This design comes from an exercise in tuning for small area on the open sky130 flow, not from production work. In this exercise RTL edits were held to simulation tests only and were not proved equivalent to the original.

### design/flow/config.mk
export PLATFORM = sky130hd
export DESIGN_NAME = tx_dds
export DESIGN_NICKNAME = tx_dds
export VERILOG_FILES = /design/flow/design.v
export SDC_FILE = /design/flow/constraint.sdc
export NUM_CORES = 4
export LEC_CHECK = 0
export CAP_MARGIN = 20
export CORE_MARGIN = 2
export CORE_UTILIZATION = 40
export SLEW_MARGIN = 20
### design/flow/constraint.sdc
create_clock -name core_clock -period 7.0 [get_ports {clk}]
set_input_delay 1.4000 -clock core_clock [delete_from_list [all_inputs] [get_ports {clk}]]
set_output_delay 1.4000 -clock core_clock [all_outputs]
set_load 0.01 [all_outputs]
### design/flow/design.v
`timescale 1ns/100ps
module dds_scale_mul (
  input  [13:0] a,
  input  [15:0] b,
  output [13:0] p
);
  wire signed [29:0] full = $signed(a) * $signed(b);
  assign p = full[27:14];
endmodule
`timescale 1ns/100ps
module dds_angle_0 (
  input  [12:0] si,
  output [13:0] so
);
  wire sx = si[12] ^ si[11];
  wire sy = si[12];
  wire signed [10:0] z1 = {~si[10], si[9:0]};
  wire d1 = z1[10];
  wire signed [10:0] z1_n = d1 ? z1 + 11'sd605 : z1 - 11'sd605;
  wire signed [10:0] z2 = z1_n[10:0];
  wire d2 = z2[10];
  wire signed [10:0] z2_n = d2 ? z2 + 11'sd319 : z2 - 11'sd319;
  wire signed [9:0] z3 = z2_n[9:0];
  wire d3 = z3[9];
  wire signed [9:0] z3_n = d3 ? z3 + 10'sd162 : z3 - 10'sd162;
  wire signed [8:0] z4 = z3_n[8:0];
  wire d4 = z4[8];
  wire signed [8:0] z4_n = d4 ? z4 + 9'sd81 : z4 - 9'sd81;
  wire signed [7:0] z5 = z4_n[7:0];
  assign so = {sx, sy, d1, d2, d3, d4, z5};
endmodule
module dds_angle_1 (
  input  [13:0] si,
  output [13:0] so
);
  wire sx = si[13];
  wire sy = si[12];
  wire [3:0] dp = si[11:8];
  wire signed [7:0] z5 = si[7:0];
  wire d5 = z5[7];
  wire signed [7:0] z5_n = d5 ? z5 + 8'sd41 : z5 - 8'sd41;
  wire signed [6:0] z6 = z5_n[6:0];
  wire d6 = z6[6];
  wire signed [6:0] z6_n = d6 ? z6 + 7'sd20 : z6 - 7'sd20;
  wire signed [5:0] z7 = z6_n[5:0];
  wire d7 = z7[5];
  wire signed [5:0] z7_n = d7 ? z7 + 6'sd10 : z7 - 6'sd10;
  wire signed [4:0] z8 = z7_n[4:0];
  wire d8 = z8[4];
  wire signed [4:0] z8_n = d8 ? z8 + 5'sd5 : z8 - 5'sd5;
  wire signed [3:0] z9 = z8_n[3:0];
  assign so = {sx, sy, dp, d5, d6, d7, d8, z9};
endmodule
module dds_angle_2 (
  input  [13:0] si,
  output [12:0] so
);
  wire sx = si[13];
  wire sy = si[12];
  wire [7:0] dp = si[11:4];
  wire signed [3:0] z9 = si[3:0];
  wire d9 = z9[3];
  wire signed [3:0] z9_n = d9 ? z9 + 4'sd3 : z9 - 4'sd3;
  wire signed [2:0] z10 = z9_n[2:0];
  wire d10 = z10[2];
  wire signed [2:0] z10_n = d10 ? z10 + 3'sd1 : z10 - 3'sd1;
  wire signed [1:0] z11 = z10_n[1:0];
  wire d11 = z11[1];
  assign so = {sx, sy, dp, d9, d10, d11};
endmodule
`timescale 1ns/100ps
module dds_xy_table (
  input  [5:0] sel,
  output reg [27:0] xy
);
  always @(*) begin
    case (sel)
      6'd0: xy = {14'd15488, 14'd8129};
      6'd1: xy = {14'd122, 14'd8179};
      6'd2: xy = {14'd1131, 14'd8101};
      6'd3: xy = {14'd2131, 14'd7899};
      6'd4: xy = {14'd3035, 14'd7596};
      6'd5: xy = {14'd3957, 14'd7160};
      6'd6: xy = {14'd4811, 14'd6617};
      6'd7: xy = {14'd5597, 14'd5967};
      6'd8: xy = {14'd5967, 14'd5597};
      6'd9: xy = {14'd6617, 14'd4811};
      6'd10: xy = {14'd7160, 14'd3957};
      6'd11: xy = {14'd7596, 14'd3035};
      6'd12: xy = {14'd7899, 14'd2131};
      6'd13: xy = {14'd8101, 14'd1131};
      6'd14: xy = {14'd8179, 14'd122};
      6'd15: xy = {14'd8129, 14'd15488};
      6'd16: xy = {14'd8133, 14'd896};
      6'd17: xy = {14'd8181, 14'd16262};
      6'd18: xy = {14'd8103, 14'd15253};
      6'd19: xy = {14'd7899, 14'd14253};
      6'd20: xy = {14'd7598, 14'd13349};
      6'd21: xy = {14'd7160, 14'd12427};
      6'd22: xy = {14'd6617, 14'd11573};
      6'd23: xy = {14'd5965, 14'd10787};
      6'd24: xy = {14'd5598, 14'd10417};
      6'd25: xy = {14'd4810, 14'd9767};
      6'd26: xy = {14'd3956, 14'd9224};
      6'd27: xy = {14'd3032, 14'd8788};
      6'd28: xy = {14'd2131, 14'd8485};
      6'd29: xy = {14'd1131, 14'd8283};
      6'd30: xy = {14'd121, 14'd8205};
      6'd31: xy = {14'd15485, 14'd8255};
      6'd32: xy = {14'd8255, 14'd15485};
      6'd33: xy = {14'd8205, 14'd121};
      6'd34: xy = {14'd8283, 14'd1131};
      6'd35: xy = {14'd8485, 14'd2131};
      6'd36: xy = {14'd8788, 14'd3032};
      6'd37: xy = {14'd9224, 14'd3956};
      6'd38: xy = {14'd9767, 14'd4810};
      6'd39: xy = {14'd10417, 14'd5598};
      6'd40: xy = {14'd10787, 14'd5965};
      6'd41: xy = {14'd11573, 14'd6617};
      6'd42: xy = {14'd12427, 14'd7160};
      6'd43: xy = {14'd13349, 14'd7598};
      6'd44: xy = {14'd14253, 14'd7899};
      6'd45: xy = {14'd15253, 14'd8103};
      6'd46: xy = {14'd16262, 14'd8181};
      6'd47: xy = {14'd896, 14'd8133};
      6'd48: xy = {14'd900, 14'd8251};
      6'd49: xy = {14'd16264, 14'd8203};
      6'd50: xy = {14'd15255, 14'd8281};
      6'd51: xy = {14'd14253, 14'd8485};
      6'd52: xy = {14'd13351, 14'd8786};
      6'd53: xy = {14'd12427, 14'd9224};
      6'd54: xy = {14'd11573, 14'd9767};
      6'd55: xy = {14'd10785, 14'd10419};
      6'd56: xy = {14'd10419, 14'd10785};
      6'd57: xy = {14'd9767, 14'd11573};
      6'd58: xy = {14'd9224, 14'd12427};
      6'd59: xy = {14'd8786, 14'd13351};
      6'd60: xy = {14'd8485, 14'd14253};
      6'd61: xy = {14'd8281, 14'd15255};
      6'd62: xy = {14'd8203, 14'd16264};
      6'd63: xy = {14'd8251, 14'd900};
      default: xy = 28'd0;
    endcase
  end
endmodule
module dds_addsub (
  input  [13:0] a,
  input  [13:0] b,
  input         sub,
  output [13:0] s
);
  wire [13:0] bb = b ^ {14{sub}};
  wire [14:0] c;
  assign c[0] = sub;
  genvar k;
  generate
    for (k = 0; k < 14; k = k + 1) begin : g_bit
      assign s[k] = a[k] ^ bb[k] ^ c[k];
      assign c[k+1] = (a[k] & bb[k]) | (c[k] & (a[k] ^ bb[k]));
    end
  endgenerate
endmodule
module dds_sine (
  input              clk,
  input       [12:0] dv,
  output reg  [13:0] sine
);
  wire [27:0] t;
  dds_xy_table i_table (.sel (dv[12:7]), .xy (t));
  wire [13:0] x5 = t[27:14];
  wire [13:0] y5 = t[13:0];
  wire [13:0] x6;
  dds_addsub i_x5 (.a (x5), .b ({{5{y5[13]}}, y5[13:5]}), .sub (~dv[6]), .s (x6));
  wire [13:0] y6;
  dds_addsub i_y5 (.a (y5), .b ({{5{x5[13]}}, x5[13:5]}), .sub (dv[6]), .s (y6));
  reg [13:0] m0_x, m0_y;
  reg [5:0] m0_d;
  always @(posedge clk) begin
    m0_x <= x6;
    m0_y <= y6;
    m0_d <= dv[5:0];
  end
  wire [13:0] x7;
  dds_addsub i_x6 (.a (m0_x), .b ({{6{m0_y[13]}}, m0_y[13:6]}), .sub (~m0_d[5]), .s (x7));
  wire [13:0] y7;
  dds_addsub i_y6 (.a (m0_y), .b ({{6{m0_x[13]}}, m0_x[13:6]}), .sub (m0_d[5]), .s (y7));
  reg [13:0] m1_x, m1_y;
  reg [4:0] m1_d;
  always @(posedge clk) begin
    m1_x <= x7;
    m1_y <= y7;
    m1_d <= m0_d[4:0];
  end
  wire [13:0] x8;
  dds_addsub i_x7 (.a (m1_x), .b ({{7{m1_y[13]}}, m1_y[13:7]}), .sub (~m1_d[4]), .s (x8));
  wire [13:0] y8;
  dds_addsub i_y7 (.a (m1_y), .b ({{7{m1_x[13]}}, m1_x[13:7]}), .sub (m1_d[4]), .s (y8));
  reg [13:0] m2_x, m2_y;
  reg [3:0] m2_d;
  always @(posedge clk) begin
    m2_x <= x8;
    m2_y <= y8;
    m2_d <= m1_d[3:0];
  end
  wire [13:0] x9;
  dds_addsub i_x8 (.a (m2_x), .b ({{8{m2_y[13]}}, m2_y[13:8]}), .sub (~m2_d[3]), .s (x9));
  wire [13:0] y9;
  dds_addsub i_y8 (.a (m2_y), .b ({{8{m2_x[13]}}, m2_x[13:8]}), .sub (m2_d[3]), .s (y9));
  reg [13:0] m3_x, m3_y;
  reg [2:0] m3_d;
  always @(posedge clk) begin
    m3_x <= x9;
    m3_y <= y9;
    m3_d <= m2_d[2:0];
  end
  wire [13:0] x10;
  dds_addsub i_x9 (.a (m3_x), .b ({{9{m3_y[13]}}, m3_y[13:9]}), .sub (~m3_d[2]), .s (x10));
  wire [13:0] y10;
  dds_addsub i_y9 (.a (m3_y), .b ({{9{m3_x[13]}}, m3_x[13:9]}), .sub (m3_d[2]), .s (y10));
  reg [13:0] m4_x, m4_y;
  reg [1:0] m4_d;
  always @(posedge clk) begin
    m4_x <= x10;
    m4_y <= y10;
    m4_d <= m3_d[1:0];
  end
  wire [13:0] x11;
  dds_addsub i_x10 (.a (m4_x), .b ({{10{m4_y[13]}}, m4_y[13:10]}), .sub (~m4_d[1]), .s (x11));
  wire [13:0] y11;
  dds_addsub i_y10 (.a (m4_y), .b ({{10{m4_x[13]}}, m4_x[13:10]}), .sub (m4_d[1]), .s (y11));
  reg [13:0] m5_x, m5_y;
  reg [0:0] m5_d;
  always @(posedge clk) begin
    m5_x <= x11;
    m5_y <= y11;
    m5_d <= m4_d[0:0];
  end
  wire [13:0] y12;
  dds_addsub i_y11 (.a (m5_y), .b ({{11{m5_x[13]}}, m5_x[13:11]}), .sub (m5_d[0]), .s (y12));
  always @(posedge clk) sine <= y12;
endmodule
`timescale 1ns/100ps
module dds_tone (
  input         clk,
  input         zero,
  input  [12:0] phase,
  input  [15:0] scale,
  output [13:0] data
);
  reg [12:0] phase_m;
  always @(posedge clk) phase_m <= zero ? 13'd0 : phase;
  wire [13:0] a0_s;
  dds_angle_0 i_angle_0 (.si (phase_m), .so (a0_s));
  reg [13:0] a0;
  always @(posedge clk) a0 <= a0_s;
  wire [13:0] a1_s;
  dds_angle_1 i_angle_1 (.si (a0), .so (a1_s));
  reg [13:0] a1;
  always @(posedge clk) a1 <= a1_s;
  wire [12:0] a2_s;
  dds_angle_2 i_angle_2 (.si (a1), .so (a2_s));
  reg [13*5-1:0] dl;
  always @(posedge clk) dl <= {dl[13*4-1:0], a2_s};
  wire [13:0] sine;
  dds_sine i_sine (.clk (clk), .dv (dl[13*5-1:13*4]), .sine (sine));
  reg [15:0] scale_d;
  always @(posedge clk) scale_d <= scale;
  dds_scale_mul i_mul (.a (sine), .b (scale_d), .p (data));
endmodule
`timescale 1ns/100ps
`timescale 1ns/100ps
`timescale 1ns/100ps
module tx_dds (
  input           clk,
  input           dac_dds_format,
  input           dac_data_sync,
  input           dac_valid,
  input   [15:0]  tone_1_scale,
  input   [15:0]  tone_2_scale,
  input   [15:0]  tone_1_init_offset,
  input   [15:0]  tone_2_init_offset,
  input   [15:0]  tone_1_freq_word,
  input   [15:0]  tone_2_freq_word,
  output  [11:0]  dac_dds_data
);
  reg         sync_m;
  reg         sync_pulse;
  reg  [15:0] incr_0;
  reg  [15:0] incr_1;
  reg  [15:0] phase_0;
  reg  [15:0] phase_1;
  always @(posedge clk) begin
    sync_m <= dac_data_sync;
    sync_pulse <= sync_m & ~dac_data_sync;
    incr_0 <= tone_1_freq_word;
    incr_1 <= tone_2_freq_word;
    if (dac_data_sync) begin
      phase_0 <= 16'd0;
      phase_1 <= 16'd0;
    end else if (sync_pulse) begin
      phase_0 <= tone_1_init_offset;
      phase_1 <= tone_2_init_offset;
    end else if (dac_valid) begin
      phase_0 <= phase_0 + incr_0;
      phase_1 <= phase_1 + incr_1;
    end
  end
  wire zero = dac_data_sync | sync_pulse;
  wire [13:0] data_0;
  wire [13:0] data_1;
  dds_tone i_tone_0 (.clk (clk), .zero (zero), .phase (phase_0[15:3]),
                     .scale (tone_1_scale), .data (data_0));
  dds_tone i_tone_1 (.clk (clk), .zero (zero), .phase (phase_1[15:3]),
                     .scale (tone_2_scale), .data (data_1));
  reg  [13:0] data_0_d;
  reg  [13:0] data_1_d;
  always @(posedge clk) begin
    data_0_d <= data_0;
    data_1_d <= data_1;
  end
  wire [13:0] sum = data_0_d + data_1_d;
  wire [13:0] rnd = sum + {12'd0, sum[13], sum[13]};
  reg  [12*6-1:0] dly;
  reg  [11:0] fmt;
  reg  [11:0] out;
  always @(posedge clk) begin
    dly <= {dly[12*5-1:0], rnd[13:2]};
    fmt <= {dly[12*6-1] ^ dac_dds_format, dly[12*6-2:12*5]};
    out <= fmt;
  end
  assign dac_dds_data = out;
endmodule
### design/flow/run.sh
#!/bin/bash
# synth_recipe.tcl (not shown) runs the flow's synth.tcl, then flattens the netlist and writes it again
# the make line also repeats each setting of config.mk as NAME=value (left out here)
make -C /OpenROAD-flow-scripts/flow DESIGN_CONFIG=/design/flow/config.mk WORK_HOME=/design/flow/orfs CLKGATE_MAP_FILE= SYNTH_SCRIPT=/design/flow/synth_recipe.tcl finish
==> summary.txt <==
-- cell families after synthesis --
family / Yosys count / synth area share [%]
buf+inv: 1329 / 9.348
fa+ha+maj: 1006 / 33.64
simple gates: 996 / 8.807
flops: 862 / 32.31
compound gates: 684 / 8.214
xor+xnor: 401 / 6.577
mux: 50 / 1.094
-- worst paths after layout --
| kind | to |
|---|---|
| worst min register to register | i_tone_0.dl[33] |
| worst max register to register | i_tone_0.a0[6] |
| worst min-delay path | i_tone_0.dl[33] |
| worst max-delay path | i_tone_0.a0[6] |
-- synthesized netlist by cell type (all sizes together), types with 148 or more instances --
master,instances,area share [%]
o21ai,148,1.4
a21oi,215,2.0
dfxtp,862,32
nor2,183,1.3
clkbuf,160,1.1
and2,210,2.5
nand2,406,2.9
fa,717,27
xor2,152,2.5
xnor2,249,4.1
inv,1143,8.0
ha,288,6.7
-- sequential cells by signal, indices dropped and copies added (netlist names), 28 cells and up --
| register | cells |
|---|---|
| dly | 72 |
| i_tone_0.dl | 59 |
| i_tone_0.i_sine.i_table.xy | 28 |
| i_tone_1.dl | 59 |
| i_tone_1.i_sine.i_table.xy | 28 |
-- per-layer routing --
metal / track usage, % / vias up / routed length, um
li1: - / 16470 / -
met1: 17.32 / 15950 / 40280
met2: 26.83 / 635 / 49630
met3: 2.452 / 168 / 4109
met4: 4.074 / 0 / 2220
met5: 0 / - / 0
-- stage by stage --
step	utilization, %	std cells	worst slack, ns	hold WS [ns]	instance area, um^2
floorplan	-	5328	0.4117	0.3096	53400
global placement	42.50	7085	0.2341	0.3097	56500
detailed placement	42.50	7085	0.1667	0.3121	56500
CTS	44.87	7248	0.1324	0.3214	59650
global route	44.91	7248	0.04200	0.3210	59700
finish	44.91	7248	0.4881	0.3203	59700
-- cell type report --
class / count / area, um^2
clock inverter: 31 / 524.3
timing repair buffer: 172 / 1569
inverter: 1146 / 4302
tap: 1768 / 2212
clock buffer: 132 / 2631
multi-input combinational: 3137 / 31190
fill: 12530 / 73250
sequential: 862 / 17280
-- timing repair --
action                                  4_1_cts  5_1_grt
endpoints found under the setup margin        0        8
resized for setup                             0       18
setup buffers                                 0        0
endpoints found under the hold margin         0        0
-- critical path, cell delays in order (launching register included) --
cell and delay, ns:
dfxtp_1 0.45, inv_1 0.17, ha_1 0.36, o21ai_0 0.15, or3_1 0.39, nand2_1 0.14
o22ai_4 0.12, ha_1 0.41, nor2b_1 0.18, o21a_1 0.19, o21ai_1 0.20, a211oi_1 0.12
or3_1 0.37, a21oi_1 0.27, nor2_1 0.10, ha_1 0.33, or3b_2 0.48, a41oi_1 0.31
o31ai_1 0.10, a2bb2oi_1 0.28, xnor2_2 0.24, ha_2 0.37, a21o_1 0.16, a21o_1 0.17
a31o_2 0.23, xnor2_1 0.11
==> impl_metrics.ini <==
[timing]
hold_viol = 0
fin_tns_setup_ns = 0
tightest_slew_ns = 1.080
skew_ns = 0.03856
period_minus_slack_ns = 6.512
setup_viol = 0
fmax_mhz = 153.6
rsz0062_at_grt = no
fin_crit_sh_pct = 93.03
timing_max_transition_violations_final = 0
max_slew_margin_pct = 27.77

[global_route]
grt_max_degree = 77
track_usage_pct = 14.57
grt_pass1_wl_mm = 164.8
antenna_found_initial = 0
overflow = 0
grt_pass1_vias = 34610

[floorplan]
coreArea_um2 = 133000
num_rows = 134
start_util_pct = 40.17
dieArea_um2 = 136400
dieWidth_um = 369.4
dieHeight_um = 369.4
pin_count = 112

[min_path]
hold_path_class = reg2reg
min_path_cells = 0
worstHoldStart = i_tone_0.dl[20]

[yosys]
yosysUniqueCellTypes = 84
synth_edf_count = 0
synth_area_per_cell_um2 = 10.02
mappedNetlistNets = 6433
synth-seq-cells = 862
yosysWarnings = 4
synth-main-ff-cell = dfxtp_1
syn_inst = 5328
seq_area_frac_synth_pct = 32.31
syn_area_um2 = 53400
synthArstFlopShare_pct = 0

[worst_setup_path]
cp.arrival_ns = 7.10
worstPathMaxFanout = 8
crit_required_ns = 7.58
crit_type = reg2reg
reg2reg_setup_slack_ns = 0.49
startpoint_type = register
r2r-start = i_tone_0.phase_m[10]
cp-startpoint = i_tone_0.phase_m[10]
r2r_cells = 25
cp-end-kind = register

[detailed_routing]
antenna_left = 0
drt_iter0_markers = 1723
routed_wl_mm = 96.24
drcViolationCount = 0
first_pass_iters = 6
drt-wirelength-per-cell_um = 13.28
viasPerCell = 4.584
num_vias = 33220

[clocking]
insertion_delay_ns = 0.68
cts.sinks = 862
cts_buffers = 91
cts_buffer_depth = 3
cts_tree = done
cts_root_buf = clkbuf_16
cts.clk_slew.worst_paths_ns = 0.06
htreeDepth = 3
cts_hold_buf = 0

[layout]
final_layout_size_suffix_gt1_share_pct = 4.781
layout.nets = 6515
antenna_cells = 0
layout_commonest_cell = inv_1
area_growth_pct = 11.80
mostFrequentLayoutCells = inv_1 (1141), dfxtp_1 (847), fa_1 (717)

[place]
dp_hpwl_mm = 75.60
port_buffers = 111
place_congestion = 0.8632

[outcome]
status = complete, no violations

[job]
drv_cap = 0

-- static timing again, ports no longer ideal --
Ports are ideal in the flow. The routed layout listed here was re-timed in OpenROAD. Step 1: set_driving_cell puts a clkbuf_16 on clk and a buf_2 on each other input, an assumption about the parent block. Step 2 also shifts input and output timing later by t, the mid clock arrival at the registers, as if the neighbouring blocks saw the same clock. Three values: ideal, step 1, step 2; two values: the first two.
shift t [ns]: 0.739
setup WS [ns]: 0.488 / 0.488 / 0.488
worst setup path at the end: register to register
clock arrival spread, ns: 0.054 / 0.054
worst register clock-pin slew, ns: 0.07 / 0.07
After both steps this run still meets setup and hold. The setup slack of this run moves by 0.000 ns with the drivers and by 0.000 ns with both steps.
